From an optimization exercise on the open Yosys and OpenROAD flow, aimed at a short achievable clock period and few clock cycles; shortcuts taken in it are not production practice.
At most, simulation tests tie the RTL to the original design; equivalence was not proved.
No functional check of the RTL was part of runs 2 and 3.
Power and IR drop assume default switching activity.

<file path="flow/config.mk">
export PLATFORM = sky130hd
export DESIGN_NAME = my_cpu
export DESIGN_NICKNAME = my_cpu
export VERILOG_FILES = /design/flow/design.v
export SDC_FILE = /design/flow/constraint.sdc
export NUM_CORES = 4
export LEC_CHECK = 0
export CAP_MARGIN = 20
export CORE_MARGIN = 2
export CORE_UTILIZATION = 40
export SLEW_MARGIN = 20
</file>
<file path="flow/constraint.sdc">
create_clock -name core_clock -period 5.0 [get_ports {clk}]
set_input_delay 1.0000 -clock core_clock [delete_from_list [all_inputs] [get_ports {clk}]]
set_output_delay 1.0000 -clock core_clock [all_outputs]
set_load 0.01 [all_outputs]
</file>
<file path="flow/design.v">
module flopr # (parameter WIDTH = 8)
(input clk, reset,load,
input [WIDTH-1:0] d,
output [WIDTH-1:0] q);
reg [WIDTH-1:0] data;
assign q = data;
always @ (posedge clk)
begin
if(reset)
	data <= 0;
else if(load)
	data <= d;
end
endmodule 
module mux2 # (parameter WIDTH = 8)
(input [WIDTH-1:0] d0, d1, input s,
output [WIDTH-1:0] y);
assign y = s ? d1 : d0;
endmodule
module acc_mux #(parameter N = 8)
(input [N-1:0]d0,d1,d2,d3,
input [1:0] sel,
output reg [N-1:0] out);
always@(*)
	begin 
		case(sel)
		2'b00: out <= d0;
		2'b01: out <= d1;
		2'b10: out <= d2;
		2'b11: out <= d3;
		default: out <= d0;
		endcase
	end
endmodule
module jump_mux #(parameter N = 6)
(input[N-1:0] d0,d1,d2,d3,
input [1:0] sel,
output reg [N-1:0] out);
always@(*)
 begin
	case(sel)
	2'b00: out <= d0;
	2'b01: out <= d1;
	2'b10: out <= d2;
	2'b11: out <= d3;
	default: out <= d1;
	endcase
 end
endmodule 
module pcplus(input[5:0] d,
output [5:0] q);
assign q = d + 6'd1; 
endmodule
module relplus(input[5:0] a,b,
output[5:0] OUT);
assign OUT =  a + {3'b000,b[2:0]};
endmodule 
module relminus(input[5:0]a,b,
output[5:0] OUT);
assign OUT =  a - {3'b000,b[2:0]};
endmodule 
module alu (a,b,sel, out);
    input [7:0] a,b;
    input [2:0] sel; 
    output reg [7:0] out;
    always @ (*) 
    begin 
        case(sel) 
         3'b000: out = a; 
			3'b001: out = a & b; 	
         3'b010: out = a | b;  
			3'b011: out = ~a;    
         3'b100: out = a + b;
			3'b101: out = a - b;
			3'b110: out = a + 8'd1;
			3'b111: out = a - 8'd1;
			default: out = a;  
        endcase
    end
endmodule
module shifter(a,sel,out);
	input [7:0] a;
	input [1:0] sel;
	output reg [7:0] out;
	always@(*)
	begin
		case(sel)
		2'b00:out = a;
		2'b01:out = a << 1;
		2'b10:out = a >> 1;
		2'b11:out = {a[0],a[7:1]};
		default: out = a;
	endcase
	end
endmodule 
module regfile(input[7:0] D,input[2:0] address ,input we,clock,reset,
output [7:0] out);
reg [7:0] register [7:0];
integer i;
always@(posedge clock)
begin
	if(reset)
	begin
		for(i = 0; i < 8; i = i + 1)
			register[i] <= 8'd0;
	end
	else if(we)
	begin
		register[address] <= D; 
	end
end
assign out = register[address];
endmodule 
module datapath(input clk,reset,
				input [7:0] readdata,
				input IRload,
				input [1:0] Jmpmuxsel,
				input PCload,
				input MemInst,
				input MRload,
				input [1:0] Asel,
				input Aload,
				input RFwr,
				input [2:0] ALUsel,
				input [1:0] Shiftsel,
				input outen,
				input [7:0] IN,
				output [7:0] accout,
				output [7:0]OUT,
				output [7:0] INSTR,
				output [5:0] address 
				);				
wire [7:0] result,rfout;
wire [7:0] aluout;
wire [7:0] amux_out; 
wire [5:0] MAout;
wire [5:0] PCout,pos_sign,neg_sign,PCplusone;
wire [5:0] JMPmuxOut; 
flopr #(8) IR (clk,reset,IRload,readdata,INSTR);
flopr #(6) MA (clk,reset,MRload,readdata[5:0],MAout);
flopr #(6) PC(clk,reset,PCload,JMPmuxOut,PCout);
relplus pos(PCout,INSTR[5:0],pos_sign);
relminus min(PCout,INSTR[5:0],neg_sign);
pcplus pcplusone(PCout,PCplusone);
jump_mux #(6) JMPmux(PCplusone,readdata[5:0],neg_sign,pos_sign,Jmpmuxsel,JMPmuxOut);
mux2 #(6) MemMux(PCout,MAout,MemInst,address);
acc_mux #(8) accmux4(result,rfout,IN,readdata,Asel,amux_out);
flopr #(8) accumlator(clk,reset,Aload,amux_out,accout);
regfile RF(accout,INSTR[2:0],RFwr,clk,reset,rfout);
alu ALU(accout,rfout,ALUsel,aluout);
shifter shiftReg(aluout,Shiftsel,result);
flopr #(8) OUTREG(clk,reset,outen,accout,OUT);
endmodule
module controller(input clk,reset,
			     input [7:0] instr,
				  input [7:0] A,
				  output MemWr,
				  output [1:0] JMPmux,Shiftsel,Asel,
				  output IRload,MRload,PCload,MemInst,Aload,RFwr,OutEn,
				  output [2:0] ALUsel,
				  output halted
				  );
wire [5:0] present;
reg [5:0] next;
reg [5:0] next_c;
reg [16:0] bits;
localparam FETCH = 6'd0,
		   DECODE = 6'd1,
			NOP = 6'd2,
		   LDA = 6'd3,
		   STA = 6'd4,
		   LDM = 6'd5,
		   STM = 6'd6,
		   LDI = 6'd7,
		   AND = 6'd8,
		   OR = 6'd9,
		   ADD = 6'd10,
		   SUB = 6'd11,
		   NOT = 6'd12,
		   INC = 6'd13,
		   DEC = 6'd14,
		   SHFL = 6'd15,
		   SHFR = 6'd16,
		   ROTR = 6'd17,
		   IN = 6'd18,
		   OUT = 6'd19,
		   HALT = 6'd20,
		   JMP = 6'd21,
		   JMPR = 6'd22,
		   JZ = 6'd23,
		   JZR = 6'd24,
		   JNZ = 6'd25,
		   JNZR = 6'd26,
		   JP = 6'd27,
		   JPR = 6'd28,
		   LDMC2 = 6'd29,
		   STMC2 = 6'd30;
assign present = reset ? 6'd0 : next;
always@(posedge clk)
begin
	if(reset)
		next <= 6'd0;
	else
		next <= next_c;
end
always@(*)
begin
			bits = 17'd0;
			next_c = 6'd0;
			case(present)
				FETCH:
					begin					
						bits = 17'b10001000000000000;
						next_c = DECODE;
					end
				DECODE:
				begin
						bits = 17'd0;
					if(instr == 8'b0000_0000)
						next_c = NOP;
					else if(instr[7:4] == 4'b0001)
						next_c = LDA;
					else if(instr[7:4] == 4'b0010)
						next_c = STA;
					else if(instr[7:4] == 4'b0011)
						next_c = LDM;
					else if(instr[7:4] == 4'b0100)
						next_c = STM;
					else if(instr[7:4] == 4'b0101)
						next_c = LDI;
					else if(instr[7:4] == 4'b1010)
						next_c = AND;
					else if(instr[7:4] == 4'b1011)
						next_c = OR;
					else if(instr[7:4] == 4'b1100)
						next_c = ADD;
					else if(instr[7:4] == 4'b1101)
						next_c = SUB;
					else if(instr == 8'b1110_0000)
						next_c = NOT;
					else if(instr == 8'b1110_0001)
						next_c = INC;
					else if(instr == 8'b1110_0010)
						next_c = DEC;
					else if(instr == 8'b1110_0011)
						next_c = SHFL;
					else if(instr == 8'b1110_0100)
						next_c = SHFR;
					else if(instr == 8'b1110_0101)
						next_c = ROTR;
					else if(instr == 8'b1111_0000)
						next_c = IN;
					else if(instr == 8'b1111_0001)
						next_c = OUT;
					else if(instr == 8'b1111_0010)
						next_c = HALT;
					else if(instr[7:4] == 4'b0110)
					begin
						if(instr[3:0] == 4'd0)
							next_c = JMP;
						else
							next_c = JMPR;
					end
					else if(instr[7:4] == 4'b0111)
					begin
						if(instr[3:0] == 4'd0)
							next_c = JZ;
						else
							next_c = JZR;
					end
					else if(instr[7:4] == 4'b1000)
					begin
						if(instr[3:0] == 4'd0)
							next_c = JNZ;
						else 
							next_c = JNZR;
					end					
					else if(instr[7:4] == 4'b1001)
					begin
						if(instr[3:0]== 4'd0)	
							next_c = JP;
						else	
							next_c = JPR;
					end
					else 
						next_c = FETCH;
				end
				NOP:
					begin
						bits = 17'b00000000000000000;
						next_c = FETCH;
					end
				LDA:
					begin
						bits = 17'b00000000110000000;
						next_c = FETCH;
					end
				STA:
					begin
						bits = 17'b00000000001000000;
						next_c = FETCH;
					end
				LDM:
					begin
						bits = 17'b01001000000000000;
						next_c = LDMC2;
					end
				STM:
					begin 
						bits = 17'b01001000000000000;
						next_c = STMC2;
					end
				LDI:
					begin
						bits = 17'b00001001110000000;
						next_c = FETCH;
					end
				AND:
					begin
						bits = 17'b00000000010001000;
						next_c = FETCH;
					end
				OR:
					begin
						bits = 17'b00000000010010000;
						next_c = FETCH;
					end
				ADD:
					begin
						bits = 17'b00000000010100000;
						next_c = FETCH;
					end
				SUB:
					begin
						bits = 17'b00000000010101000;
						next_c = FETCH;
					end
				NOT:
					begin
						bits = 17'b00000000010011000;
						next_c = FETCH;
					end
				INC:
					begin
						bits = 17'b00000000010110000;
						next_c = FETCH;
					end
				DEC:
					begin
						bits = 17'b00000000010111000;
						next_c = FETCH;
					end
				SHFL:
					begin
						bits = 17'b00000000010000010;
						next_c = FETCH;
					end
				SHFR:
					begin
						bits = 17'b00000000010000100;
						next_c = FETCH;
					end
				ROTR:
					begin
						bits = 17'b00000000010000110;
						next_c = FETCH;
					end
				IN:
					begin
						bits = 17'b00000001010000000;
						next_c = FETCH;
					end
				OUT:
					begin
						bits = 17'b00000000000000001;
						next_c = FETCH;
					end
				HALT:
					begin
						bits = 17'd0;
						next_c = HALT;
					end
				LDMC2:
					begin
						bits = 17'b00000101110000000;
						next_c = FETCH;
					end
				STMC2:
					begin
						bits = 17'b00000110000000000;
						next_c = FETCH;
					end
				JMP:
					begin
						bits = 17'b00011000000000000;
						next_c = FETCH;
					end
				JMPR:
					begin
						if(instr[3:0] == 4'd0)
							bits = 17'd0;
						else
						begin
							if(instr[3] == 1'd0) 
								bits = 17'b00111000000000000;
							else 
								bits = 17'b00101000000000000;
						end
					next_c = FETCH;
					end
				JZ:
					begin
						if(A == 8'b0)
							bits = 17'b00011000000000000;
						else  
							bits = 17'b00001000000000000;
						next_c = FETCH;
					end
				JZR:
					begin
						if(A == 8'b0 && instr[3:0]!= 4'd0)
							begin
								if(instr[3] == 1'd0) 
									bits = 17'b00111000000000000;
								else 
									bits = 17'b00101000000000000;
							end
						else 
							bits =17'd0;
						next_c = FETCH;
					end
				JNZ:
					begin
						if(A != 8'b0)
							bits = 17'b00011000000000000;
						else
							bits = 17'b00001000000000000;
						next_c = FETCH;
					end
				JNZR:
					begin
						if(A!=8'b0 && instr[3:0] != 4'd0)
							begin
								if(instr[3] == 1'd0) 
									bits = 17'b00111000000000000;
								else 
									bits = 17'b00101000000000000;
							end
						else  
							bits = 17'd0;
						next_c = FETCH;
					end
				JP:
					begin
						if(A[7] == 1'd0 && A !=8'd0 ) 
							bits = 17'b00011000000000000;
						else  
							bits = 17'b00001000000000000;
						next_c = FETCH;
					end
				JPR:
					begin
						if(A[7] == 1'd0 && instr[3:0] != 4'd0)
							begin
								if(instr[3] == 1'd0) 
									bits = 17'b00111000000000000;
								else 
									bits = 17'b00101000000000000;
							end
						else  
							bits = 17'd0;
					next_c = FETCH;
					end
			default:
				begin
					bits = 17'd0;
					next_c = FETCH;
				end
			endcase
end
assign IRload = bits[16];
assign MRload = bits[15];
assign JMPmux = bits[14:13];
assign PCload = bits[12];
assign MemInst = bits[11];
assign MemWr = bits[10];
assign Asel = bits[9:8];
assign Aload = bits [7];
assign RFwr = bits [6];
assign ALUsel = bits [5:3];
assign Shiftsel = bits [2:1];
assign OutEn = bits[0];
assign halted = (present == HALT);	
endmodule 
module my_cpu(input clk,reset,
output[5:0] address,
output memWr,
output[7:0] writedata,
input [7:0] readdata,IN,
output [7:0] OUT,
output halted
);
wire IRload,PCload,MRload,RFwr,OutEn,Aload;
wire MemInst;
wire [1:0] Jmpmuxsel,Shiftsel;
wire [1:0] Asel;
wire [2:0] ALUsel;
wire [7:0] instr;
controller fsm(clk,reset,instr,writedata,memWr,Jmpmuxsel,Shiftsel,Asel,IRload,MRload,PCload,
MemInst,Aload,RFwr,OutEn,ALUsel,halted);
datapath DP(clk,reset,readdata,IRload,Jmpmuxsel,PCload,MemInst,MRload,
Asel,Aload,RFwr,ALUsel,Shiftsel,OutEn,IN,writedata,OUT,instr,address);
endmodule
</file>
<file path="flow/run.sh">
#!/bin/bash
# synth_recipe.tcl (not shown) runs the flow's synth.tcl, then flattens the netlist and writes it again
# the make line also repeats each setting of config.mk as NAME=value (left out here)
make -C /OpenROAD-flow-scripts/flow DESIGN_CONFIG=/design/flow/config.mk WORK_HOME=/design/flow/orfs CLKGATE_MAP_FILE= SYNTH_SCRIPT=/design/flow/synth_recipe.tcl finish
</file>
==> results of run 1 <==
[placed cells by master, fill, tap and decap left out, types with 4 or more instances in the layout]
cell / instances
nor2_1: 79
edfxtp_1: 64
and2_1: 50
dfxtp_1: 44
clkdlybuf4s50_1: 40
o21ai_0: 35
nand2_1: 34
mux2i_1: 33
a21oi_1: 25
nor3_1: 25
inv_1: 21
ha_1: 19
mux2_2: 15
buf_4: 14
or2_2: 13
o22ai_1: 11
mux4_2: 11
nand3_1: 11
nand2b_1: 10
xnor2_1: 9
a211oi_1: 9
clkbuf_16: 9
or3_1: 8
o211ai_1: 8
a22oi_1: 7
nor3b_1: 6
o31ai_1: 6
nor4_1: 6
o21a_1: 5
mux4_1: 5
a21boi_0: 5
a31oi_1: 5
xor2_1: 5
nor2b_1: 5
a222oi_1: 5
or4_1: 4
[layer usage]
metal	GRT usage, %	vias up	routed length (um)
li1	-	2668	-
met1	31.80	2753	8835
met2	37.62	260	9610
met3	4.003	34	1424
met4	7.581	0	457
met5	0	-	0
[final timing paths]
path / end / slack, ns / cells past startpoint
min: DP.MA.data[1] / 0.49 / 2
min reg2reg: DP.MA.data[1] / 0.49 / 2
max reg2reg: DP.accumlator.data[4] / 0.67 / 17
max: DP.accumlator.data[4] / 0.67 / 17
[cell families after synthesis]
| group | share of synthesized area (%) |
|---|---|
| muxes | 13.18 |
| xor gates and xnor gates | 1.782 |
| buffers and inverters | 4.035 |
| AOI/OAI and AO/OA | 15.43 |
| adders and majority gates | 4.036 |
| DFF | 40.72 |
| and+or+nand+nor | 20.81 |
[layout make-up]
cell class                      count  area, um2  share of cell area [%]
Clock buffer                        9      225.2                   2.895
Clock inverter                      6      71.32                  0.9167
Inverter                           23      86.33                   1.110
Multi-Input combinational cell    528       3809                   48.95
Sequential cell                   108       2803                   36.02
Tap cell                          220      275.3                   3.538
Timing Repair Buffer               55      510.5                   6.562
[worst max-delay path, stage by stage, from the launching register on]
cell	delay (ns)
dfxtp_1	0.62
mux4_1	0.62
mux2_2	0.33
inv_1	0.10
ha_1	0.25
o21ai_0	0.09
nand2_1	0.07
o31ai_1	0.10
nand2_1	0.08
o21a_1	0.18
fa_1	0.44
nand2b_1	0.20
a21oi_1	0.21
a211oi_1	0.10
a2111oi_2	0.38
nor2_1	0.09
a211oi_1	0.23
a221oi_1	0.10
[sequential cells by signal, summed over array words and instances, names as in the netlist, named ones only]
name,cells
DP.RF.register,64
fsm.next,5
DP.IR.data,8
DP.MA.data,6
DP.OUTREG.data,8
DP.accumlator.data,8
DP.PC.data,6
[metrics by stage]
stage	setup slack [ns]	area [um2]	power, mW	std cells
2_1_floorplan	1.171	6883	1.706	704
3_3_place_gp	0.8144	7477	1.928	934
3_5_place_dp	0.6710	7480	1.942	934
4_1_cts	0.6486	7776	2.676	949
5_1_grt	0.2170	7780	2.821	949
6_report	0.6707	7780	2.677	949
[power breakdown]
group | internal, mW | switching (mW) | total [mW]
Combinational | 0.360 | 0.476 | 0.837
Clock | 0.392 | 0.345 | 0.737
Sequential | 0.992 | 0.111 | 1.10
==> results_dict.tcl, run 1 <==
set metrics [dict create \
    ys_dominant_reg_cell "edfxtp_1" \
    synth_seq_area_share_pct 40.72 \
    finalWeightedCongestion 0.8870 \
    fillers 1606 \
    synthArstFlopShare_pct 0 \
    die-area_mm2 0.01827 \
    crit_fanout 8 \
    syn-cell-area_mm2 0.006883 \
    max_cap_violations 0 \
    synth.top_cells.by_count "nor2_1, edfxtp_1, and2_1" \
    slew_violations 0 \
    path_class "reg -> reg" \
    leakagePower_nw 2.791 \
    outcome "timing/DRC/antenna clean" \
    drc_errors 0 \
    fin_skew_ns 0.01160 \
    grt_pass1_vias 5517 \
    rsz0062_at_grt "false" \
    grt_antenna_before_repair 0 \
    syn_nets 743 \
    nets 764 \
    synth-edff-count 64 \
    wl_per_cell_um 21.42 \
    postRouteAntennaNets 0 \
    cts_sinks 108 \
    utilization_pct 46.58 \
    chipWidth_um 135.2 \
    cts_hold_buffers 0 \
    synth_most_common_cell "nor2_1" \
    viasPerCell 6.022 \
    drive_gt1_share_pct 11.66 \
    post-dp-hpwl_mm 14.81 \
    synth.distinct_cells 78 \
    synth_cells 704 \
    hold_viol_final 0 \
    cts_tree "built" \
    avgSynthCellArea_um2 9.777 \
    num_vias 5715 \
    grt_pass1_wl_mm 32.15 \
    core_mm2 0.01670 \
    cts_buffers 9 \
    port_buffers 41 \
    wl_mm 20.33 \
    hold_slack_ns 0.4898 \
    grt-ovfl-total 0 \
    ios 42 \
    grt_use_total_pct 23.23 \
    end_kind "register" \
    clk_pin_slew_worst_paths_ns 0.07 \
    root_buffer "clkbuf_16" \
    cp_data_arrival_time_ns 4.55 \
    slew_headroom_pct 19.54 \
    max_freq_mhz 231.0 \
    area_growth_pct 13.03 \
    period_needed_ns 4.329 \
    clock_path_buffers 2 \
    required_ns 5.22 \
    drt_iter0_markers 595 \
    worstHoldStart "DP.MA.data[1]" \
    antenna_cells 0 \
    yosys.area.top_type_share_pct 27.92 \
    power_density_mw_per_mm2 344.1 \
    setup_tns_ns 0 \
    start_util_pct 41.21 \
    post_cts.repair.setup_buffers 0 \
    ir_drop_v 0.0002060 \
    synth_area_leaders "edfxtp_1, dfxtp_1, mux2i_1" \
    cts-resized-gates 0 \
    ys_ff_latch 108 \
    clock_latency_ns 0.37 \
    synth_warnings 8 \
    setup_viol_count_final 0 \
    htreeDepth 3 \
    row_count 47 \
    worst_pin_slew_ns 1.200 \
    grt_max_degree 52 \
    synth_top_area_cell "edfxtp_1" \
    min_period_over_period_pct 86.59 \
    firstDrtPassIters 5 \
    startpoint_type "register" \
    fp.dieH_um 135.2 \
    hold_path_class "reg -> reg" \
]
Testbench counts, summed over its fixed seeds: cycles 129,957.
==> run 2, diff against run 1 <==
--- a/flow/design.v
+++ b/flow/design.v
@@ -501,13 +501,171 @@
 output halted
 );
-wire IRload,PCload,MRload,RFwr,OutEn,Aload;
-wire MemInst;
-wire [1:0] Jmpmuxsel,Shiftsel;
-wire [1:0] Asel;
-wire [2:0] ALUsel;
-wire [7:0] instr;
-controller fsm(clk,reset,instr,writedata,memWr,Jmpmuxsel,Shiftsel,Asel,IRload,MRload,PCload,
-MemInst,Aload,RFwr,OutEn,ALUsel,halted);
-datapath DP(clk,reset,readdata,IRload,Jmpmuxsel,PCload,MemInst,MRload,
-Asel,Aload,RFwr,ALUsel,Shiftsel,OutEn,IN,writedata,OUT,instr,address);
+reg oper;            
+reg data;            
+reg [1:0] kind;      
+reg [5:0] addr;      
+reg [5:0] ret;       
+reg [7:0] A, OUTr;
+reg [7:0] R [0:7];
+reg wr, hlt;
+reg [5:0] lastpc;    
+reg       c_v [0:1];
+reg [5:0] c_tag [0:1];
+reg [5:0] c_qa [0:1];
+reg [7:0] c_d [0:1];
+reg       c_lru;     
+assign address = addr;
+assign memWr = wr;
+assign writedata = A;
+assign OUT = OUTr;
+assign halted = hlt;
+wire [7:0] d = readdata;
+wire [3:0] hi = d[7:4];
+wire [3:0] lo = d[3:0];
+wire fetch = !oper && !data;
+wire [7:0] r_val [0:7];
+wire [7:0] r_and [0:7];
+wire [7:0] r_or  [0:7];
+wire [7:0] r_add [0:7];
+wire [7:0] r_sub [0:7];
+genvar gi;
+generate for (gi = 0; gi < 8; gi = gi + 1) begin : pre
+	assign r_val[gi] = R[gi];
+	assign r_and[gi] = A & R[gi];
+	assign r_or[gi]  = A | R[gi];
+	assign r_add[gi] = A + R[gi];
+	assign r_sub[gi] = A - R[gi];
+end endgenerate
+wire [7:0] u_not  = ~A;
+wire [7:0] u_inc  = A + 8'd1;
+wire [7:0] u_dec  = A - 8'd1;
+wire [7:0] u_shl  = {A[6:0], 1'b0};
+wire [7:0] u_shr  = {1'b0, A[7:1]};
+wire [7:0] u_rotr = {A[0], A[7:1]};
+wire [7:0] rs;
+generate for (gi = 0; gi < 8; gi = gi + 1) begin : rsel
+	assign rs[gi] = (d[2:0] == gi);
+end endgenerate
+wire op_lda = hi == 4'h1;
+wire op_sta = hi == 4'h2;
+wire op_and = hi == 4'hA;
+wire op_or  = hi == 4'hB;
+wire op_add = hi == 4'hC;
+wire op_sub = hi == 4'hD;
+wire op_not = d == 8'hE0;
+wire op_inc = d == 8'hE1;
+wire op_dec = d == 8'hE2;
+wire op_shl = d == 8'hE3;
+wire op_shr = d == 8'hE4;
+wire op_rot = d == 8'hE5;
+wire op_in  = d == 8'hF0;
+wire op_out = d == 8'hF1;
+wire op_hlt = d == 8'hF2;
+reg [7:0] sel_val, sel_and, sel_or, sel_add, sel_sub;
+integer i;
+always @(*) begin
+	sel_val = 8'd0; sel_and = 8'd0; sel_or = 8'd0; sel_add = 8'd0; sel_sub = 8'd0;
+	for (i = 0; i < 8; i = i + 1) begin
+		sel_val = sel_val | ({8{rs[i]}} & r_val[i]);
+		sel_and = sel_and | ({8{rs[i]}} & r_and[i]);
+		sel_or  = sel_or  | ({8{rs[i]}} & r_or[i]);
+		sel_add = sel_add | ({8{rs[i]}} & r_add[i]);
+		sel_sub = sel_sub | ({8{rs[i]}} & r_sub[i]);
+	end
+end
+wire a_alu = op_lda | op_and | op_or | op_add | op_sub | op_not | op_inc |
+             op_dec | op_shl | op_shr | op_rot | op_in;
+wire [7:0] a_fetch = ({8{op_lda}} & sel_val) | ({8{op_and}} & sel_and) |
+                     ({8{op_or}}  & sel_or)  | ({8{op_add}} & sel_add) |
+                     ({8{op_sub}} & sel_sub) | ({8{op_not}} & u_not) |
+                     ({8{op_inc}} & u_inc)   | ({8{op_dec}} & u_dec) |
+                     ({8{op_shl}} & u_shl)   | ({8{op_shr}} & u_shr) |
+                     ({8{op_rot}} & u_rotr)  | ({8{op_in}}  & IN);
+wire z = (A == 8'd0);
+wire n = A[7];
+wire is_jmp = (hi[3:2] == 2'b01 && hi[1:0] == 2'b10) || (hi[3:2] == 2'b01 && hi[1:0] == 2'b11) ||
+              (hi == 4'h8) || (hi == 4'h9);
+wire cond = (hi == 4'h6) | ((hi == 4'h7) & z) | ((hi == 4'h8) & !z) | ((hi == 4'h9) & !n);
+wire is_abs = is_jmp && lo == 4'd0;
+wire is_rel = is_jmp && lo != 4'd0;
+wire abs_take = is_abs && cond && !(hi == 4'h9 && z);
+wire abs_skip = is_abs && !abs_take;
+wire rel_take = is_rel && cond;
+wire two_byte = (hi == 4'h3) || (hi == 4'h4) || (hi == 4'h5) || abs_take;
+wire [5:0] a_p1 = addr + 6'd1;
+wire [5:0] a_p2 = addr + 6'd2;
+wire [5:0] a_rel [0:15];
+generate for (gi = 0; gi < 16; gi = gi + 1) begin : rel
+	if (gi < 8)
+		assign a_rel[gi] = addr + 6'd1 + gi;
+	else
+		assign a_rel[gi] = addr + 6'd1 - (gi - 8);
+end endgenerate
+reg [5:0] rel_addr;
+always @(*) begin
+	rel_addr = 6'd0;
+	for (i = 0; i < 16; i = i + 1)
+		rel_addr = rel_addr | ({6{lo == i}} & a_rel[i]);
+end
+wire hit0 = c_v[0] && c_tag[0] == addr;
+wire hit1 = c_v[1] && c_tag[1] == addr;
+wire chit = hit0 | hit1;
+wire [7:0] cdat = hit0 ? c_d[0] : c_d[1];
+wire use_c = chit && two_byte;
+always @(posedge clk) begin
+	if (reset) begin
+		oper <= 1'b0; data <= 1'b0; kind <= 2'd0;
+		addr <= 6'd0; ret <= 6'd0;
+		A <= 8'd0; OUTr <= 8'd0;
+		for (i = 0; i < 8; i = i + 1) R[i] <= 8'd0;
+		wr <= 1'b0; hlt <= 1'b0;
+		lastpc <= 6'd0; c_lru <= 1'b0;
+		for (i = 0; i < 2; i = i + 1) begin
+			c_v[i] <= 1'b0; c_tag[i] <= 6'd0; c_qa[i] <= 6'd0; c_d[i] <= 8'd0;
+		end
+	end else if (!hlt) begin
+		if (fetch) begin
+			if (a_alu) A <= a_fetch;
+			if (op_sta) R[d[2:0]] <= A;
+			if (op_out) OUTr <= A;
+			if (op_hlt) hlt <= 1'b1;
+			lastpc <= addr;
+			kind <= (hi == 4'h5) ? 2'd0 : (hi == 4'h3) ? 2'd2 : (hi == 4'h4) ? 2'd3 : 2'd1;
+			ret <= a_p2;
+			if (use_c) begin
+				c_lru <= hit0;
+				oper <= 1'b0;
+				if (hi == 4'h5) begin A <= cdat; addr <= a_p2; end
+				else if (hi == 4'h3) begin addr <= cdat[5:0]; data <= 1'b1; end
+				else if (hi == 4'h4) begin addr <= cdat[5:0]; data <= 1'b1; wr <= 1'b1; end
+				else addr <= cdat[5:0];
+			end else begin
+				oper <= two_byte;
+				if (abs_skip) addr <= a_p2;
+				else if (rel_take) addr <= rel_addr;
+				else addr <= a_p1;
+			end
+		end else if (oper) begin
+			oper <= 1'b0;
+			ret <= a_p1;
+			c_v[c_lru] <= 1'b1; c_tag[c_lru] <= lastpc; c_qa[c_lru] <= addr; c_d[c_lru] <= d;
+			c_lru <= !c_lru;
+			case (kind)
+			2'd0: begin A <= d; addr <= a_p1; end
+			2'd1: addr <= d[5:0];
+			2'd2: begin addr <= d[5:0]; data <= 1'b1; end
+			2'd3: begin addr <= d[5:0]; data <= 1'b1; wr <= 1'b1; end
+			endcase
+		end else begin
+			data <= 1'b0;
+			wr <= 1'b0;
+			if (wr) begin
+				for (i = 0; i < 2; i = i + 1)
+					if (c_qa[i] == addr) c_v[i] <= 1'b0;
+			end
+			addr <= ret;
+			if (kind == 2'd2) A <= d;
+		end
+	end
+end
 endmodule
--- a/flow/config.mk
+++ b/flow/config.mk
@@ -9,3 +9,4 @@
 export CORE_MARGIN = 2
 export CORE_UTILIZATION = 40
+export SETUP_SLACK_MARGIN = 3.0
 export SLEW_MARGIN = 20
==> run 2 against run 1 <==
Still clean. Fmax increased by 42%. Cell area grew to 3.0 times the previous value. Area after synthesis increased by 140%. Non-clock buffer count rose by 299. Clock power up 87%. Critical path depth fell by 8. Sequential share of layout area fell by 19 points.
==> results_dict.tcl, run 2 <==
set metrics [dict create \
    min_period_over_period_pct 61.01 \
    max_stage_delay_ns 0.80 \
    area_growth_pct 41.87 \
    fillers 3626 \
    largestRegisters "R (64), c_d (16)" \
    postRouteAntennaNets 0 \
    syn_nets 2232 \
    drt_iter0_markers 2450 \
    wl_per_cell_um 32.15 \
    clock_path_buffers 2 \
    grt_use_total_pct 39.14 \
    avgSynthCellArea_um2 8.335 \
    firstDrtPassIters 7 \
    synthArstFlopShare_pct 0 \
    synth_area_leaders "edfxtp_1, ha_1, dfxtp_1" \
    ir_drop_v 0.0002074 \
    clock_latency_ns 0.51 \
    pre_cts_ws_ns 0.5544 \
    synth_cells 1998 \
    ys_dominant_reg_cell "edfxtp_1" \
    yosys.area.top_type_share_pct 18.75 \
    grt_antenna_before_repair 1 \
    leakagePower_nw 9.255 \
    fin_ws_ns 1.949 \
    synth_seq_area_share_pct 23.92 \
    period_needed_ns 3.051 \
    root_buffer "clkbuf_16" \
    crit_fanout 24 \
    power_density_mw_per_mm2 268.6 \
    grt-ovfl-total 0 \
    fp.dieH_um 208.0 \
    grt_pass1_vias 17370 \
    synth.top_cells.by_count "ha_1, clkbuf_1, nor2_1" \
    cp_data_arrival_time_ns 3.42 \
    synth_warnings 1 \
    end_kind "register" \
    cts_sinks 147 \
    drive_gt1_share_pct 35.29 \
    num_vias 18460 \
    clk_pin_slew_worst_paths_ns 0.07 \
    syn-cell-area_mm2 0.01665 \
    htreeDepth 4 \
    synth.distinct_cells 87 \
    outcome "timing/DRC/antenna clean" \
    power.total_mw 6.346 \
    utilization_pct 57.73 \
    synth_most_common_cell "ha_1" \
    hold_slack_ns 0.4668 \
    die-area_mm2 0.04328 \
    setup_tns_ns 0 \
    row_count 74 \
    rsz0062_at_grt "true" \
    path_cells "buf_16, buf_12, inv_2, o211ai_1, a222oi_1, or3_1, o2111ai_1, o21ai_1, a221oi_1" \
    chipWidth_um 208.0 \
    regArea_mm2 0.004050 \
    slew_violations 0 \
    start_util_pct 40.69 \
    largest_reg_flops 64 \
    required_ns 5.37 \
    cts_buffers 17 \
    setup_viol_count_final 0 \
    nets 2440 \
    final_cell_mix "buf_4, ha_1, nor2_1" \
    max_freq_mhz 327.8 \
    max_cap_violations 0 \
    synth-edff-count 104 \
    drc_errors 0 \
    finalWeightedCongestion 1.075 \
    core_mm2 0.04092 \
    slew_headroom_pct 25.17 \
    viasPerCell 6.704 \
    path_class "in -> reg" \
    grt_max_degree 39 \
    hold_path_class "reg -> reg" \
    port_buffers 41 \
    grt_pass1_wl_mm 124.0 \
    cts_tree "built" \
    wl_mm 88.50 \
    synth_top_area_cell "edfxtp_1" \
    startpoint_type "primary input" \
    fin_skew_ns 0.01551 \
    worst_pin_slew_ns 1.118 \
    hold_viol_final 0 \
    largest-register "R" \
    multi_input_area_mm2 0.01385 \
    layout_commonest_cell "buf_4" \
    post-dp-hpwl_mm 57.20 \
    cp_slowest_cell "a222oi_1" \
    ios 42 \
    ys_ff_latch 147 \
]
-- run 2: cell type report --
cell class              count  share of cell area (%)
inverters                 121                   2.219
repair buffers            354                   16.71
clock inverters            13                  0.6249
multi-input cells        1565                   58.63
diodes                      2                 0.02118
clock buffers              19                   1.832
flip-flops and latches    147                   17.14
well taps                 532                   2.817
-- run 2: through the flow --
step / area [um2] / instances
after detailed placement: 18260 / 2479
after CTS: 22190 / 2679
after global placement: 18260 / 2479
final: 23630 / 2753
after floorplan: 17970 / 1998
after global routing: 23620 / 2751
-- run 2: logic make-up after synthesis --
logic type	after synthesis	share of synthesized area (%)
buf+inv	292	6.912
xor+xnor	115	6.048
compound gates	552	22.91
simple gates	614	19.26
fa+ha+maj	216	16.95
mux	62	4.005
flops	147	23.92
-- run 2: where the power goes --
group | switching, mW | total, mW | internal, mW
sequential | 0.0831 | 1.45 | 1.37
clock | 0.642 | 1.38 | 0.742
combinational | 1.99 | 3.51 | 1.51
total | 2.72 | 6.35 | 3.63
-- run 2: layer usage --
| layer | vias up | track usage [%] | routed length (um) |
|---|---|---|---|
| li1 | 7813 | - | - |
| met1 | 8990 | 49.63 | 33370 |
| met2 | 1295 | 59.82 | 38540 |
| met3 | 358 | 8.619 | 9411 |
| met4 | 0 | 25.78 | 7180 |
| met5 | - | 0 | 0 |
-- run 2: path summary, 6_finish.rpt --
kind,from,end,slack (ns),depth (start not counted)
setup reg to reg,A[0],A[0],1.97,12
setup / recovery,readdata[0],A[0],1.95,9
hold / removal,lastpc[3],lastpc[3],0.47,2
hold reg to reg,lastpc[3],lastpc[3],0.47,2
-- run 2: critical path, delay by kind of cell --
kind | cells | cell delay, ns
buffers and inverters | 3 | 0.86
AO/OA/AOI/OAI | 5 | 1.29
AND/OR/NAND/NOR | 1 | 0.26
-- run 2: what timing repair did --
action	in CTS	in global routing
pin swaps	108	88
gates cloned	17	5
endpoints found under the setup margin	266	219
hold buffers	0	0
gates resized for setup	514	171
setup buffers	151	67
==> run 3, diff against run 2 <==
--- a/flow/config.mk
+++ b/flow/config.mk
@@ -6,4 +6,5 @@
 export NUM_CORES = 4
 export LEC_CHECK = 0
+export ABC_CLOCK_PERIOD_IN_PS = 2000
 export CAP_MARGIN = 20
 export CORE_MARGIN = 2
==> run 3 against run 2 <==
Highest routed layer unchanged. Setup slack unchanged. Register-to-register slack about the same. Still clean. Non-clock buffer count unchanged. Largest cell class unchanged. Via count unchanged. Clock power about the same. Critical endpoint unchanged. Sequential cell count unchanged. Combinational power about the same. Fmax unchanged. Routed wire length unchanged. Critical path type unchanged. Worst hold slack unchanged. Power unchanged. Cell area unchanged.
==> results_dict.tcl, run 3 <==
set metrics [dict create \
    finalNonFillerCells 2753 \
    clock_power_share_pct 21.8 \
    setup_viol_count_final 0 \
    synth_cells 1998 \
    viasPerCell 6.704 \
    largest-register "R" \
    num_vias 18460 \
    crit_fanout 24 \
    worst_pin_slew_ns 1.118 \
    slew_violations 0 \
    clock_path_buffers 2 \
    synth.distinct_cells 87 \
    path_class "in -> reg" \
    ir_drop_v 0.0002074 \
    met3_usage_pct 8.619 \
    multi_input_area_mm2 0.01385 \
    synth_seq_area_share_pct 23.92 \
    clock_latency_ns 0.51 \
    clk_pin_slew_worst_paths_ns 0.07 \
    row_count 74 \
    hold_slack_ns 0.4668 \
    largest_reg_flops 64 \
    htreeDepth 4 \
    outcome "timing/DRC/antenna clean" \
    cp_data_arrival_time_ns 3.42 \
    p_int_mw 3.626 \
    slew_headroom_pct 25.17 \
    sw_frac_of_total_pct 42.85 \
    pwr-share-seq_pct 22.9 \
    root_buffer "clkbuf_16" \
    syn-cell-area_mm2 0.01665 \
    leakagePower_nw 9.255 \
    finalWeightedCongestion 1.075 \
    ys_dominant_reg_cell "edfxtp_1" \
    setup_tns_ns 0 \
    rsz0062_at_grt "true" \
    synth_top_area_cell "edfxtp_1" \
    gr-usage-met1_pct 49.63 \
    regArea_mm2 0.004050 \
    ys_ff_latch 147 \
    synth_area_leaders "edfxtp_1, ha_1, dfxtp_1" \
    period_needed_ns 3.051 \
    required_ns 5.37 \
    placed_cells 2479 \
    avgSynthCellArea_um2 8.335 \
    startpoint "readdata[0]" \
    drc_errors 0 \
    max_cap_violations 0 \
    holdPathStages 2 \
    rr_endpoint "A[0]" \
    grt.met2_usage_pct 59.82 \
    grt_use_total_pct 39.14 \
    start_util_pct 40.69 \
    fp.dieH_um 208.0 \
    grt_pass1_vias 17370 \
    nets 2440 \
    yosys.area.top_type_share_pct 18.75 \
    largestRegisters "R (64), c_d (16)" \
    area_growth_pct 41.87 \
    grt.busiest_layer "met2" \
    grt_max_degree 39 \
    min_period_over_period_pct 61.01 \
    synth_most_common_cell "ha_1" \
    startpoint_type "primary input" \
    drive_gt1_share_pct 35.29 \
    grt_antenna_before_repair 1 \
    port_buffers 41 \
    worstHoldStart "lastpc[3]" \
    ios 42 \
    core_mm2 0.04092 \
    wl_mm 88.50 \
    fin_skew_ns 0.01551 \
    chipWidth_um 208.0 \
    cts_sinks 147 \
    synth-edff-count 104 \
    postRouteAntennaNets 0 \
    grt_pass1_wl_mm 124.0 \
    wl_per_cell_um 32.15 \
    die-area_mm2 0.04328 \
    hold_path_class "reg -> reg" \
    cts_tree "built" \
    max_freq_mhz 327.8 \
    firstDrtPassIters 7 \
    fillers 3626 \
    end_kind "register" \
    layout_commonest_cell "buf_4" \
    syn_nets 2232 \
    grt-ovfl-total 0 \
    reg2reg_depth 12 \
    reg2reg_slack_ns 1.97 \
    hold_viol_final 0 \
    post-dp-hpwl_mm 57.20 \
    p_switching_mw 2.719 \
    reg2reg_from "A[0]" \
    min_to "lastpc[3]" \
    synth.top_cells.by_count "ha_1, clkbuf_1, nor2_1" \
    synth_warnings 1 \
    share_comb_of_total_power_pct 55.3 \
    power_density_mw_per_mm2 268.6 \
    cts_buffers 17 \
    final_cell_mix "buf_4, ha_1, nor2_1" \
    synthArstFlopShare_pct 0 \
    drt_iter0_markers 2450 \
]
run 3: worst max-delay path by stage:
stage                          to  slack (ns)  depth (start not counted)
after floorplan              A[7]        2.08                         12
after global routing         A[6]        1.95                         14
after detailed placement  addr[4]        0.55                          8
after global placement    addr[4]        0.61                          8
after CTS                    A[6]        2.00                         10
final                        A[0]        1.95                          9
run 3: metal layers:
metal  share of wire [%]  routed length, um
met4                 8.1               7180
met5                   0                  0
met1                  38              33370
met2                  44              38540
met3                  11               9411
run 3: stage by stage:
| step | utilization [%] | setup slack (ns) | power [mW] | cell area (um2) |
|---|---|---|---|---|
| CTS | 54.23 | 1.996 | 5.925 | 22190 |
| floorplan | - | 2.083 | 3.122 | 17970 |
| finish | 57.73 | 1.949 | 6.346 | 23630 |
| detailed placement | 44.63 | 0.5544 | 3.856 | 18260 |
| global placement | 44.62 | 0.6073 | 3.868 | 18260 |
| global route | 57.72 | 1.949 | 6.530 | 23620 |
run 3: layout make-up:
type,instances,share of cell area (%)
antenna,2,0.02118
multi-input combinational,1565,58.63
inverter,121,2.219
clock inverter,13,0.6249
tap,532,2.817
clock buffer,19,1.832
sequential,147,17.14
timing repair buffer,354,16.71
run 3: worst max-delay path: stages:
cell       delay [ns]
buf_16           0.12
buf_12           0.18
inv_2            0.56
o211ai_1         0.19
a222oi_1         0.80
or3_1            0.26
o2111ai_1        0.12
o21ai_1          0.10
a221oi_1         0.08
run 3: cell families (layout without fill, tap and decap cells):
| group | Yosys count | after routing | synth area share (%) |
|---|---|---|---|
| buf+inv | 292 | 507 | 6.912 |
| simple gates | 614 | 618 | 19.26 |
| compound gates | 552 | 554 | 22.91 |
| xor+xnor | 115 | 115 | 6.048 |
| other cells | 0 | 2 | 0 |
| flops | 147 | 147 | 23.92 |
| mux | 62 | 62 | 4.005 |
| fa+ha+maj | 216 | 216 | 16.95 |
run 3: repair_timing:
item / CTS / global route
pin swaps: 108 / 88
gates resized for setup: 514 / 171
hold buffers: 0 / 0
cloned: 17 / 5
buffers inserted: 151 / 67
setup endpoints to repair: 266 / 219
run 3: power groups by stage:
stage               Combinational (mW)  Clock [mW]  Sequential, mW
finish                            3.51        1.38            1.45
global route                      3.63        1.44            1.46
CTS                               3.08        1.40            1.45
detailed placement                2.33           0            1.52
global placement                  2.35           0            1.52
floorplan                         1.64           0            1.48
==> run 4, diff against run 3 <==
--- a/flow/design.v
+++ b/flow/design.v
@@ -509,10 +509,4 @@
 reg [7:0] R [0:7];
 reg wr, hlt;
-reg [5:0] lastpc;    
-reg       c_v [0:1];
-reg [5:0] c_tag [0:1];
-reg [5:0] c_qa [0:1];
-reg [7:0] c_d [0:1];
-reg       c_lru;     
 assign address = addr;
 assign memWr = wr;
@@ -608,9 +602,4 @@
 		rel_addr = rel_addr | ({6{lo == i}} & a_rel[i]);
 end
-wire hit0 = c_v[0] && c_tag[0] == addr;
-wire hit1 = c_v[1] && c_tag[1] == addr;
-wire chit = hit0 | hit1;
-wire [7:0] cdat = hit0 ? c_d[0] : c_d[1];
-wire use_c = chit && two_byte;
 always @(posedge clk) begin
 	if (reset) begin
@@ -620,8 +609,4 @@
 		for (i = 0; i < 8; i = i + 1) R[i] <= 8'd0;
 		wr <= 1'b0; hlt <= 1'b0;
-		lastpc <= 6'd0; c_lru <= 1'b0;
-		for (i = 0; i < 2; i = i + 1) begin
-			c_v[i] <= 1'b0; c_tag[i] <= 6'd0; c_qa[i] <= 6'd0; c_d[i] <= 8'd0;
-		end
 	end else if (!hlt) begin
 		if (fetch) begin
@@ -630,25 +615,12 @@
 			if (op_out) OUTr <= A;
 			if (op_hlt) hlt <= 1'b1;
-			lastpc <= addr;
+			oper <= two_byte;
 			kind <= (hi == 4'h5) ? 2'd0 : (hi == 4'h3) ? 2'd2 : (hi == 4'h4) ? 2'd3 : 2'd1;
-			ret <= a_p2;
-			if (use_c) begin
-				c_lru <= hit0;
-				oper <= 1'b0;
-				if (hi == 4'h5) begin A <= cdat; addr <= a_p2; end
-				else if (hi == 4'h3) begin addr <= cdat[5:0]; data <= 1'b1; end
-				else if (hi == 4'h4) begin addr <= cdat[5:0]; data <= 1'b1; wr <= 1'b1; end
-				else addr <= cdat[5:0];
-			end else begin
-				oper <= two_byte;
-				if (abs_skip) addr <= a_p2;
-				else if (rel_take) addr <= rel_addr;
-				else addr <= a_p1;
-			end
+			if (abs_skip) addr <= a_p2;
+			else if (rel_take) addr <= rel_addr;
+			else addr <= a_p1;
 		end else if (oper) begin
 			oper <= 1'b0;
 			ret <= a_p1;
-			c_v[c_lru] <= 1'b1; c_tag[c_lru] <= lastpc; c_qa[c_lru] <= addr; c_d[c_lru] <= d;
-			c_lru <= !c_lru;
 			case (kind)
 			2'd0: begin A <= d; addr <= a_p1; end
@@ -660,8 +632,4 @@
 			data <= 1'b0;
 			wr <= 1'b0;
-			if (wr) begin
-				for (i = 0; i < 2; i = i + 1)
-					if (c_qa[i] == addr) c_v[i] <= 1'b0;
-			end
 			addr <= ret;
 			if (kind == 2'd2) A <= d;
--- a/flow/config.mk
+++ b/flow/config.mk
@@ -6,8 +6,6 @@
 export NUM_CORES = 4
 export LEC_CHECK = 0
-export ABC_CLOCK_PERIOD_IN_PS = 2000
 export CAP_MARGIN = 20
 export CORE_MARGIN = 2
 export CORE_UTILIZATION = 40
-export SETUP_SLACK_MARGIN = 3.0
 export SLEW_MARGIN = 20
==> run 4 against run 3 <==
Global-route usage decreased by 2.7 points. Critical endpoint is now A[7]. Combinational power decreased by about 50%. Area after synthesis decreased by 16%. Critical path depth increased by 1. Largest power group unchanged. Register-to-register slack got worse by 0.81 ns. Power decreased by 45%. Setup slack got worse by 0.79 ns. Sequential share of layout area decreased by 0.098 points. Still clean on timing, DRC and antenna. Clock power decreased by 44%. Sequential power decreased by 35%. Cell count decreased by 20%.
==> results_dict.tcl, run 4 <==
set metrics [dict create \
    crit_top_cell "a21oi_1" \
    cts_hold_buffers 0 \
    cts_tree "built" \
    path_cells "inv_1, ha_1, a21oi_1, o221ai_1, o41ai_1, mux2i_1, nand4_1, or3_1, a2111oi_0, a21oi_1" \
    row_count 68 \
    post_cts.repair.setup_buffers 0 \
    rsz0062_at_grt "false" \
    placed_cells 2192 \
    htreeDepth 3 \
    core_mm2 0.03446 \
    syn_nets 1992 \
    cts_sinks 98 \
    syn-cell-area_mm2 0.01399 \
    grt_max_degree 52 \
    setup_tns_ns 0 \
    grt_pass1_vias 13540 \
    min_period_over_period_pct 76.88 \
    slew_headroom_pct 28.07 \
    cp_data_arrival_time_ns 4.11 \
    drc_errors 0 \
    synthArstFlopShare_pct 0 \
    ys_ff_latch 98 \
    synth-edff-count 64 \
    end_kind "register" \
    power_density_mw_per_mm2 228.8 \
    required_ns 5.27 \
    chipWidth_um 191.0 \
    worstHoldStart "ret[3]" \
    drive_gt1_share_pct 7.758 \
    grt-ovfl-total 0 \
    finalNonFillerCells 2208 \
    synth.distinct_cells 82 \
    clock_latency_ns 0.40 \
    grt_antenna_before_repair 0 \
    postRouteAntennaNets 0 \
    worst_pin_slew_ns 1.052 \
    synth_warnings 1 \
    grt_use_total_pct 36.46 \
    nets 1983 \
    largest-register "R" \
    fp.dieH_um 191.0 \
    final_cell_mix "ha_1, inv_1, nor2_1" \
    viasPerCell 6.572 \
    synth_top_area_cell "ha_1" \
    slew_violations 0 \
    max_stage_delay_ns 0.61 \
    num_vias 14510 \
    cts-resized-gates 0 \
    largest_reg_flops 64 \
    port_buffers 41 \
    reg2reg_slack_ns 1.16 \
    synth_most_common_cell "ha_1" \
    hold_slack_ns 0.5044 \
    setup_viol_count_final 0 \
    synth.top_cells.by_count "ha_1, nor2_1, inv_1" \
    cp_slowest_cell "o41ai_1" \
    max_freq_mhz 260.1 \
    leakagePower_nw 5.838 \
    clk_pin_slew_worst_paths_ns 0.09 \
    wl_mm 66.27 \
    fillers 3493 \
    min_to "ret[3]" \
    die-area_mm2 0.03648 \
    startpoint_type "register" \
    hold_viol_final 0 \
    reg2reg_depth 10 \
    finalWeightedCongestion 1.014 \
    design_area_mm2 0.01528 \
    utilization_pct 44.33 \
    fin_ws_ns 1.156 \
    cts_buffers 9 \
    wl_per_cell_um 30.01 \
    synth_cells 1757 \
    fin_skew_ns 0.01336 \
    synth_seq_area_share_pct 18.60 \
    area_growth_pct 9.204 \
    ir_drop_v 0.0001958 \
    clock_path_buffers 2 \
    layout_commonest_cell "ha_1" \
    startpoint "A[1]" \
    root_buffer "clkbuf_16" \
    antenna_cells 0 \
    path_class "reg -> reg" \
    start_util_pct 40.60 \
    largestRegisters "R (64), A (8), OUTr (8)" \
    avgSynthCellArea_um2 7.962 \
    ys_dominant_reg_cell "edfxtp_1" \
    post-dp-hpwl_mm 50.40 \
    ios 42 \
    period_needed_ns 3.844 \
    drt_iter0_markers 1939 \
    hold_path_class "reg -> reg" \
    synth_area_leaders "ha_1, edfxtp_1, dfxtp_1" \
    reg2reg_from "A[1]" \
    pre_cts_ws_ns 1.088 \
    max_cap_violations 0 \
    firstDrtPassIters 7 \
    yosys.area.top_type_share_pct 17.98 \
    holdPathStages 2 \
    rr_endpoint "A[7]" \
    grt_pass1_wl_mm 95.72 \
    power.total_mw 3.495 \
    crit_fanout 11 \
    outcome "timing/DRC/antenna clean" \
    dpl_cell_area_mm2 0.01499 \
]
-- run 4: cell count changes after synthesis, sizes merged, moves of 12 or more --
cell    before  now
and2        45    5
clkbuf     124   92
edfxtp     104   64
mux2i       52   39
nand2      105   70
nand4       27   15
o22ai       62   77
-- run 4: cells by family after synthesis --
| kind of cell | after synthesis | synth area share, % |
|---|---|---|
| AOI/OAI and AO/OA | 542 | 26.06 |
| xor gates and xnor gates | 94 | 6.047 |
| adders and majority gates | 217 | 20.27 |
| buffers and inverters | 270 | 7.656 |
| DFF | 98 | 18.60 |
| muxes | 48 | 3.676 |
| and+or+nand+nor | 488 | 17.68 |
-- run 4: per-layer routing --
metal / up-vias / routed length (um) / track usage (%)
li1: 6477 / - / -
met1: 6999 / 28000 / 49.80
met2: 863 / 28870 / 55.55
met3: 172 / 5354 / 4.112
met4: 0 / 4048 / 20.87
met5: - / 0 / 0
-- run 4: layout make-up --
cell class	instances	area [um2]	area share, %
repair buffers	120	988.4	6.471
inverters	130	488.0	3.194
well taps	455	569.3	3.727
flip-flops and latches	98	2604	17.04
multi-input cells	1389	10340	67.70
clock inverters	7	60.06	0.3932
clock buffers	9	225.2	1.474
-- run 4: where the power goes --
group          internal (mW)  total, mW  switching, mW
combinational          0.640       1.77           1.13
clock                  0.349      0.774          0.425
sequential             0.897      0.949         0.0522
total                   1.89       3.49           1.61
-- run 4: worst max-delay path, delay by kind of cell (launching register included) --
| kind | cells | cell delay [ns] |
|---|---|---|
| adders and majority gates | 1 | 0.35 |
| muxes | 1 | 0.26 |
| and+or+nand+nor | 2 | 0.45 |
| DFF | 1 | 0.33 |
| buffers and inverters | 1 | 0.40 |
| AOI/OAI and AO/OA | 5 | 1.91 |
-- run 4: how the worst max path moves through the flow --
stage | end | slack, ns | cells after the start
after floorplan | A[7] | 0.70 | 12
after global placement | A[7] | 1.08 | 10
after detailed placement | A[4] | 1.09 | 10
after CTS | A[7] | 1.18 | 10
after global routing | A[7] | 0.87 | 10
final | A[7] | 1.16 | 10
Testbench counts of run 4, summed over its fixed seeds: cycles 54,795.

==> port drivers added, routing unchanged <==
No port has a modelled driver above. Below, the same layouts with a new extraction and two added sets of constraints. Step 1: set_driving_cell puts a clkbuf_16 on clk and a buf_2 on each other input, an assumption about the parent block. Step 2 times the ports against the registers' clock, not the clock port: input delays grow and output delays shrink by t, the midpoint of the rising clock arrivals with the driver on. a / b / c = ideal / step 1 / step 2; a / b = the first two.
run | t (ns) | setup slack, ns | hold slack, ns | worst slew at a driven data input, ns | cell pins on the clock port's net
run 1 | 0.402 | 0.671 / 0.671 / 0.671 | 0.490 / 0.490 / 0.490 | 0.04 | 1
run 2 | 0.555 | 1.949 / 1.933 / 1.378 | 0.467 / 0.467 / 0.467 | 0.18 | 1
run 3 | 0.555 | 1.949 / 1.933 / 1.378 | 0.467 / 0.467 / 0.467 | 0.18 | 1
run 4 | 0.447 | 1.156 / 1.156 / 1.013 | 0.504 / 0.504 / 0.504 | 0.03 | 1
After both steps every run listed still meets setup and hold.
